Context: an optimization exercise on an open-source flow, tuned for small area and a short achievable clock period. The choices shown serve that exercise and are no tape-out recipe.
RTL that was checked went through simulation tests only; none was proved equivalent to the original.
Power figures rest on the tool's default switching activity, not on a simulated workload.

==> inputs of wip/garnet <==
## max_priority_queue
module max_priority_queue #(
    parameter DATA_WIDTH = 16,
    parameter PQ_DEPTH = 32
)(
    input wire clk,
    input wire reset,
    input wire [DATA_WIDTH-1:0] data_in,
    input wire valid_in,
    input wire [1:0] op,
    output wire ready_out,
    output wire [DATA_WIDTH-1:0] pq_out,
    output wire valid_out,
    input wire ready_in
);
    localparam W = DATA_WIDTH;
    localparam N = PQ_DEPTH;
    localparam CW = $clog2(PQ_DEPTH) + 1;
    reg [W*N-1:0] cv;        
    reg [W-1:0] d_reg;       
    reg pend_push, pend_pop, pend_clr;
    reg [W-1:0] top;         
    reg [CW-1:0] cnt;        
    reg not_full, not_empty;
    function ge_small;
        input [W-1:0] a;
        input [W-1:0] b;
        integer k;
        reg c;
        begin
            c = 1'b1;
            for (k = 0; k < W; k = k + 1)
                c = (a[k] & ~b[k]) | (a[k] & c) | (~b[k] & c);
            ge_small = c;
        end
    endfunction
    function ge_fast;
        input [W-1:0] a;
        input [W-1:0] b;
        integer k, n;
        reg [W-1:0] gt, lt;
        begin
            gt = a & ~b;
            lt = ~a & b;
            for (n = 1; n < W; n = n * 2)
                for (k = 0; k + n < W; k = k + 2 * n) begin
                    gt[k] = gt[k + n] | (~lt[k + n] & gt[k]);
                    lt[k] = lt[k + n] | (~gt[k + n] & lt[k]);
                end
            ge_fast = ~lt[0];
        end
    endfunction
    wire push_in = ~reset & (op == 2'b01) & valid_in & not_full;
    wire pop_in  = ~reset & (op == 2'b10) & ready_in & not_empty;
    wire [N:0] g;
    assign g[0] = 1'b1;
    genvar i;
    generate
        for (i = 0; i < N; i = i + 1) begin : cmp
            if (i < 2) begin : cf
  ...
==> module max_priority_queue, before the edit <==
module max_priority_queue #(
    parameter DATA_WIDTH = 16,
    parameter PQ_DEPTH = 32
)(
    input wire clk,
    input wire reset,
    input wire [DATA_WIDTH-1:0] data_in,
    input wire valid_in,
    input wire [1:0] op,
    output wire ready_out,
    output wire [DATA_WIDTH-1:0] pq_out,
    output wire valid_out,
    input wire ready_in
);
    localparam W = DATA_WIDTH;
    localparam N = PQ_DEPTH;
    localparam CW = $clog2(PQ_DEPTH) + 1;
    reg [W*N-1:0] cv;        
    reg [W-1:0] d_reg;       
    reg pend_push, pend_pop, pend_clr;
    reg [W-1:0] top;         
    reg [CW-1:0] cnt;        
    reg not_full, not_empty;
    function ge_small;
        input [W-1:0] a;
        input [W-1:0] b;
        integer k;
        reg c;
        begin
            c = 1'b1;
            for (k = 0; k < W; k = k + 1)
                c = (a[k] & ~b[k]) | (a[k] & c) | (~b[k] & c);
            ge_small = c;
        end
    endfunction
    function ge_fast;
        input [W-1:0] a;
        input [W-1:0] b;
        integer k, n;
        reg [W-1:0] gt, lt;
        begin
            gt = a & ~b;
            lt = ~a & b;
            for (n = 1; n < W; n = n * 2)
                for (k = 0; k + n < W; k = k + 2 * n) begin
                    gt[k] = gt[k + n] | (~lt[k + n] & gt[k]);
                    lt[k] = lt[k + n] | (~gt[k + n] & lt[k]);
                end
            ge_fast = ~lt[0];
        end
    endfunction
    wire push_in = ~reset & (op == 2'b01) & valid_in & not_full;
    wire pop_in  = ~reset & (op == 2'b10) & ready_in & not_empty;
    wire [N:0] g;
    assign g[0] = 1'b1;
    genvar i;
    generate
        for (i = 0; i < N; i = i + 1) begin : cmp
            if (i < 2) begin : cf
                assign g[i+1] = ge_fast(cv[W*i +: W], d_reg);
            end else begin : cs
                assign g[i+1] = ge_small(cv[W*i +: W], d_reg);
            end
        end
    endgenerate
    wire [W*(N+2)-1:0] ext = {{W{1'b0}}, cv, {W{1'b0}}};    
    generate
        for (i = 0; i < N; i = i + 1) begin : cells
            wire take_d    = ~pend_clr & pend_push & ~g[i+1] & g[i];
            wire take_prev = ~pend_clr & pend_push & ~g[i];
            wire take_next = ~pend_clr & pend_pop;
            wire keep      = ~pend_clr & ~pend_push & ~pend_pop | pend_push & g[i+1];
            wire [W-1:0] q;
            pq_cell #(.W(W)) u_cell (
                .clk(clk), .keep(keep), .take_d(take_d), .take_prev(take_prev), .take_next(take_next),
                .d(d_reg), .prev_v(ext[W*i +: W]), .next_v(ext[W*(i+2) +: W]), .q(q)
            );
            always @(*) cv[W*i +: W] = q;
        end
    endgenerate
    always @(posedge clk) begin
        d_reg <= data_in;
        pend_push <= push_in;
        pend_pop <= pop_in;
        pend_clr <= reset;
    end
    wire [W-1:0] c0 = cv[0 +: W];
    wire [W-1:0] c1 = cv[W +: W];
    wire [W-1:0] c2 = cv[2*W +: W];
    reg [W-1:0] second;
    always @(*) begin
        if (pend_clr)
            second = {W{1'b0}};
        else if (pend_push)
            second = ~g[1] ? c0 : (g[2] ? c1 : d_reg);
        else if (pend_pop)
            second = c2;
        else
            second = c1;
    end
    wire top_ge_x = ge_fast(top, data_in);
    always @(posedge clk) begin
        if (reset)
            top <= {W{1'b0}};
        else if (push_in & ~top_ge_x)
            top <= data_in;
        else if (pop_in)
            top <= second;
    end
    always @(posedge clk) begin
        if (reset) begin
            cnt <= {CW{1'b0}};
            not_full <= 1'b1;
            not_empty <= 1'b0;
        end else if (push_in) begin
            cnt <= cnt + 1'b1;
            not_full <= (cnt != N-1);
            not_empty <= 1'b1;
        end else if (pop_in) begin
            cnt <= cnt - 1'b1;
            not_full <= 1'b1;
            not_empty <= (cnt != 1);
        end
    end
    assign pq_out = top;
    assign valid_out = not_empty;
    assign ready_out = not_full;
endmodule
==> module pq_cell, before the edit <==
module pq_cell #(parameter W = 16) (
    input wire clk,
    input wire keep,
    input wire take_d,
    input wire take_prev,
    input wire take_next,
    input wire [W-1:0] d,
    input wire [W-1:0] prev_v,
    input wire [W-1:0] next_v,
    output reg [W-1:0] q
);
    always @(posedge clk)
        q <= ({W{keep}} & q) | ({W{take_d}} & d) | ({W{take_prev}} & prev_v) | ({W{take_next}} & next_v);
endmodule
Settings: LEC_CHECK=0, CAP_MARGIN=20, CORE_MARGIN=2, CORE_UTILIZATION=40, CTS_BUF_LIST=sky130_fd_sc_hd__clkbuf_16, CTS_CLUSTER_DIAMETER=100, CTS_CLUSTER_SIZE=30, PLACE_DENSITY=0.5, SLEW_MARGIN=20; clock period 15.0 ns.
standard.sh (not shown) runs the stock make flow with config.mk's settings and CLKGATE_MAP_FILE= SYNTH_SCRIPT=/design/flow/synth_recipe.tcl, a recipe that flattens the netlist after the stock synthesis.
==> flow/flow/run.sh <==
#!/bin/bash
# Standard layout, with the synthesis buffers removed before placement and
# timing repair aimed well below the clock period.
set -euo pipefail
bash standard.sh SETUP_SLACK_MARGIN=11 REMOVE_ABC_BUFFERS=1 finish > standard_flow.log 2>&1
==> inputs of wip/umber, as changes to wip/garnet <==
--- a/flow/design.v
+++ b/flow/design.v
@@ -34,20 +34,4 @@
         end
     endfunction
-    function ge_fast;
-        input [W-1:0] a;
-        input [W-1:0] b;
-        integer k, n;
-        reg [W-1:0] gt, lt;
-        begin
-            gt = a & ~b;
-            lt = ~a & b;
-            for (n = 1; n < W; n = n * 2)
-                for (k = 0; k + n < W; k = k + 2 * n) begin
-                    gt[k] = gt[k + n] | (~lt[k + n] & gt[k]);
-                    lt[k] = lt[k + n] | (~gt[k + n] & lt[k]);
-                end
-            ge_fast = ~lt[0];
-        end
-    endfunction
     wire push_in = ~reset & (op == 2'b01) & valid_in & not_full;
     wire pop_in  = ~reset & (op == 2'b10) & ready_in & not_empty;
@@ -58,5 +42,5 @@
         for (i = 0; i < N; i = i + 1) begin : cmp
             if (i < 2) begin : cf
-                assign g[i+1] = ge_fast(cv[W*i +: W], d_reg);
+                pq_ge_fast #(.W(W)) u_ge (.a(cv[W*i +: W]), .b(d_reg), .ge(g[i+1]));
             end else begin : cs
                 assign g[i+1] = ge_small(cv[W*i +: W], d_reg);
@@ -64,5 +48,4 @@
         end
     endgenerate
-    wire [W*(N+2)-1:0] ext = {{W{1'b0}}, cv, {W{1'b0}}};    
     generate
         for (i = 0; i < N; i = i + 1) begin : cells
@@ -71,10 +54,12 @@
             wire take_next = ~pend_clr & pend_pop;
             wire keep      = ~pend_clr & ~pend_push & ~pend_pop | pend_push & g[i+1];
-            wire [W-1:0] q;
-            pq_cell #(.W(W)) u_cell (
-                .clk(clk), .keep(keep), .take_d(take_d), .take_prev(take_prev), .take_next(take_next),
-                .d(d_reg), .prev_v(ext[W*i +: W]), .next_v(ext[W*(i+2) +: W]), .q(q)
-            );
-            always @(*) cv[W*i +: W] = q;
+            wire [W-1:0] prev_v = (i == 0)   ? {W{1'b0}} : cv[W*((i == 0) ? 0 : i-1) +: W];
+            wire [W-1:0] next_v = (i == N-1) ? {W{1'b0}} : cv[W*((i == N-1) ? i : i+1) +: W];
+            always @(posedge clk) begin
+                cv[W*i +: W] <= ({W{keep}} & cv[W*i +: W]) |
+                                ({W{take_d}} & d_reg) |
+                                ({W{take_prev}} & prev_v) |
+                                ({W{take_next}} & next_v);
+            end
         end
     endgenerate
@@ -99,13 +84,11 @@
             second = c1;
     end
-    wire top_ge_x = ge_fast(top, data_in);
-    always @(posedge clk) begin
-        if (reset)
-            top <= {W{1'b0}};
-        else if (push_in & ~top_ge_x)
-            top <= data_in;
-        else if (pop_in)
-            top <= second;
-    end
+    wire [W-1:0] top_next;
+    pq_top_next #(.W(W)) u_top_next (
+        .reset(reset), .push_in(push_in), .pop_in(pop_in),
+        .data_in(data_in), .top(top), .second(second), .top_next(top_next)
+    );
+    always @(posedge clk)
+        top <= top_next;
     always @(posedge clk) begin
         if (reset) begin
@@ -127,16 +110,40 @@
     assign ready_out = not_full;
 endmodule
-module pq_cell #(parameter W = 16) (
-    input wire clk,
-    input wire keep,
-    input wire take_d,
-    input wire take_prev,
-    input wire take_next,
-    input wire [W-1:0] d,
-    input wire [W-1:0] prev_v,
-    input wire [W-1:0] next_v,
-    output reg [W-1:0] q
+module pq_top_next #(parameter W = 16) (
+    input wire reset,
+    input wire push_in,
+    input wire pop_in,
+    input wire [W-1:0] data_in,
+    input wire [W-1:0] top,
+    input wire [W-1:0] second,
+    output wire [W-1:0] top_next
 );
-    always @(posedge clk)
-        q <= ({W{keep}} & q) | ({W{take_d}} & d) | ({W{take_prev}} & prev_v) | ({W{take_next}} & next_v);
+    wire top_ge_x;
+    pq_ge_fast #(.W(W)) u_ge (.a(top), .b(data_in), .ge(top_ge_x));
+    assign top_next = reset ? {W{1'b0}} :
+                      (push_in & ~top_ge_x) ? data_in :
+                      pop_in ? second : top;
 endmodule
+module pq_ge_fast #(parameter W = 16) (
+    input wire [W-1:0] a,
+    input wire [W-1:0] b,
+    output wire ge
+);
+    function ge_tree;
+        input [W-1:0] a;
+        input [W-1:0] b;
+        integer k, n;
+        reg [W-1:0] gt, lt;
+        begin
+            gt = a & ~b;
+            lt = ~a & b;
+            for (n = 1; n < W; n = n * 2)
+                for (k = 0; k + n < W; k = k + 2 * n) begin
+                    gt[k] = gt[k + n] | (~lt[k + n] & gt[k]);
+                    lt[k] = lt[k + n] | (~gt[k + n] & lt[k]);
+                end
+            ge_tree = ~lt[0];
+        end
+    endfunction
+    assign ge = ge_tree(a, b);
+endmodule
==> flow/flow/run.sh (replaced) <==
#!/bin/bash
# Standard layout, with the synthesis buffers removed before placement,
# timing repair aimed below the clock period, and a clock tree without
# dummy loads.
set -euo pipefail
bash standard.sh SETUP_SLACK_MARGIN=10.9 REMOVE_ABC_BUFFERS=1 \
  "CTS_ARGS=-sink_clustering_enable -repair_clock_nets -dont_use_dummy_load -sink_clustering_size 30 -sink_clustering_max_diameter 70 -buf_list sky130_fd_sc_hd__clkbuf_16" \
  finish > standard_flow.log 2>&1
CORE_UTILIZATION = 50   (was 40)
CTS_BUF_LIST = not set   (was sky130_fd_sc_hd__clkbuf_16)
CTS_CLUSTER_DIAMETER = not set   (was 100)
CTS_CLUSTER_SIZE = not set   (was 30)
PLACE_DENSITY = 0.6   (was 0.5)
SYNTH_HIERARCHICAL = 1   (was not set)
==> inputs of wip/xenon, as changes to wip/garnet <==
==> flow/design.v (replaced) <==
module max_priority_queue #(
    parameter DATA_WIDTH = 16,
    parameter PQ_DEPTH = 32
)(
    input wire clk,
    input wire reset,
    input wire [DATA_WIDTH-1:0] data_in,
    input wire valid_in,
    input wire [1:0] op,
    output wire ready_out,
    output wire [DATA_WIDTH-1:0] pq_out,
    output wire valid_out,
    input wire ready_in
);
    localparam W = DATA_WIDTH;
    localparam N = PQ_DEPTH;
    localparam CW = $clog2(PQ_DEPTH) + 1;
    reg [W*N-1:0] cv;        
    reg [W-1:0] d_reg;       
    reg pend_push, pend_pop, pend_clr;
    reg [W-1:0] top;         
    reg [CW-1:0] cnt;        
    reg not_full, not_empty;
    wire push_in = ~reset & (op == 2'b01) & valid_in & not_full;
    wire pop_in  = ~reset & (op == 2'b10) & ready_in & not_empty;
    wire [N:0] g;
    assign g[0] = 1'b1;
    genvar i;
    generate
        for (i = 0; i < N; i = i + 1) begin : cmp
            if (i < 2) begin : cf
                cmp_ge_fast #(.W(W)) u_ge (.a(cv[W*i +: W]), .b(d_reg), .ge(g[i+1]));
            end else begin : cs
                cmp_ge #(.W(W)) u_ge (.a(cv[W*i +: W]), .b(d_reg), .ge(g[i+1]));
            end
        end
    endgenerate
    generate
        for (i = 0; i < N; i = i + 1) begin : cells
            wire take_d    = ~pend_clr & pend_push & ~g[i+1] & g[i];
            wire take_prev = ~pend_clr & pend_push & ~g[i];
            wire take_next = ~pend_clr & pend_pop;
            wire keep      = ~pend_clr & ~pend_push & ~pend_pop | pend_push & g[i+1];
            wire [W-1:0] prev_v = (i == 0)   ? {W{1'b0}} : cv[W*((i == 0) ? 0 : i-1) +: W];
            wire [W-1:0] next_v = (i == N-1) ? {W{1'b0}} : cv[W*((i == N-1) ? i : i+1) +: W];
            always @(posedge clk) begin
                cv[W*i +: W] <= ({W{keep}} & cv[W*i +: W]) |
                                ({W{take_d}} & d_reg) |
                                ({W{take_prev}} & prev_v) |
                                ({W{take_next}} & next_v);
            end
        end
    endgenerate
    always @(posedge clk) begin
        d_reg <= data_in;
        pend_push <= push_in;
        pend_pop <= pop_in;
        pend_clr <= reset;
    end
    wire [W-1:0] c0 = cv[0 +: W];
    wire [W-1:0] c1 = cv[W +: W];
    wire [W-1:0] c2 = cv[2*W +: W];
    reg [W-1:0] second;
    always @(*) begin
        if (pend_clr)
            second = {W{1'b0}};
        else if (pend_push)
            second = ~g[1] ? c0 : (g[2] ? c1 : d_reg);
        else if (pend_pop)
            second = c2;
        else
            second = c1;
    end
    wire top_ge_x;
    cmp_ge_fast #(.W(W)) u_top (.a(top), .b(data_in), .ge(top_ge_x));
    always @(posedge clk) begin
        if (reset)
            top <= {W{1'b0}};
        else if (push_in & ~top_ge_x)
            top <= data_in;
        else if (pop_in)
            top <= second;
    end
    always @(posedge clk) begin
        if (reset) begin
            cnt <= {CW{1'b0}};
            not_full <= 1'b1;
            not_empty <= 1'b0;
        end else if (push_in) begin
            cnt <= cnt + 1'b1;
            not_full <= (cnt != N-1);
            not_empty <= 1'b1;
        end else if (pop_in) begin
            cnt <= cnt - 1'b1;
            not_full <= 1'b1;
            not_empty <= (cnt != 1);
        end
    end
    assign pq_out = top;
    assign valid_out = not_empty;
    assign ready_out = not_full;
endmodule
module cmp_ge #(parameter W = 16) (
    input wire [W-1:0] a,
    input wire [W-1:0] b,
    output wire ge
);
    wire [W:0] c;
    assign c[0] = 1'b1;
    genvar k;
    generate
        for (k = 0; k < W; k = k + 1) begin : r
            assign c[k+1] = (a[k] & ~b[k]) | (a[k] & c[k]) | (~b[k] & c[k]);
        end
    endgenerate
    assign ge = c[W];
endmodule
module cmp_ge_fast #(parameter W = 16) (
    input wire [W-1:0] a,
    input wire [W-1:0] b,
    output wire ge
);
    wire gt, lt;
    cmp_tree #(.W(W)) t (.a(a), .b(b), .gt(gt), .lt(lt));
    assign ge = ~lt;
endmodule
module cmp_tree #(parameter W = 16) (
    input wire [W-1:0] a,
    input wire [W-1:0] b,
    output wire gt,
    output wire lt
);
    generate
        if (W == 1) begin : leaf
            assign gt = a[0] & ~b[0];
            assign lt = ~a[0] & b[0];
        end else begin : node
            localparam L = W / 2;
            wire gt_h, lt_h, gt_l, lt_l;
            cmp_tree #(.W(W-L)) h (.a(a[W-1:L]), .b(b[W-1:L]), .gt(gt_h), .lt(lt_h));
            cmp_tree #(.W(L))   l (.a(a[L-1:0]), .b(b[L-1:0]), .gt(gt_l), .lt(lt_l));
            assign gt = gt_h | (~lt_h & gt_l);
            assign lt = lt_h | (~gt_h & lt_l);
        end
    endgenerate
endmodule
==> flow/flow/run.sh (replaced) <==
#!/bin/bash
# Standard layout, with timing repair aimed well below the clock period.
set -euo pipefail
bash standard.sh SETUP_SLACK_MARGIN=11 finish > standard_flow.log 2>&1
CTS_BUF_LIST = sky130_fd_sc_hd__clkbuf_8   (was sky130_fd_sc_hd__clkbuf_16)
CTS_CLUSTER_DIAMETER = not set   (was 100)
==> summary of the runs <==
Between wip/garnet and wip/xenon, the lower critical path depth is in wip/xenon (gap 1).
Setup slack: wip/xenon < wip/garnet < wip/umber.
The highest core utilization belongs to wip/umber, the lowest to wip/garnet.
Against wip/xenon, the hold slack of wip/garnet is lower by 0.014 ns.
Sequential share of layout area: wip/umber is higher than wip/xenon (2.3 points).
Of wip/garnet and wip/xenon, wip/xenon has the higher count of clock-buffer cells in the layout (gap 105).
In sequential power, wip/umber and wip/garnet hardly differ.
No functional check of the RTL was part of wip/garnet and wip/xenon.

-- re-timing with driven ports --
The results above use ideal ports. As a check the final layouts listed here were re-extracted and re-timed, cells and wires unchanged. Step 1 assumes that a clkbuf_16 drives the clock port and a buf_2 every other input. Step 2 moves the port delays by t, midway between the first and last clock arrival at a register: inputs arrive t later, outputs are due t later. That takes back most of the time a late clock gives input paths. Slacks: no drivers / after step 1 / after step 2; pairs: no drivers / after step 1.
run | t (ns) | setup WS [ns] | hold WS [ns] | slew at the worst register clock pin (ns)
wip/garnet | 0.724 | 10.610 / 10.633 / 9.908 | 0.475 / 0.475 / 0.475 | 0.12 / 0.12
wip/umber | 0.667 | 10.890 / 10.835 / 10.239 | 0.494 / 0.494 / 0.494 | 0.10 / 0.10
wip/xenon | 0.836 | 9.975 / 10.011 / 9.175 | 0.489 / 0.489 / 0.489 | 0.07 / 0.07
After both steps setup and hold are still met in every run listed. The setup slack of wip/xenon, which loses most, moves by +0.036 ns with the drivers and by -0.800 ns with both steps.
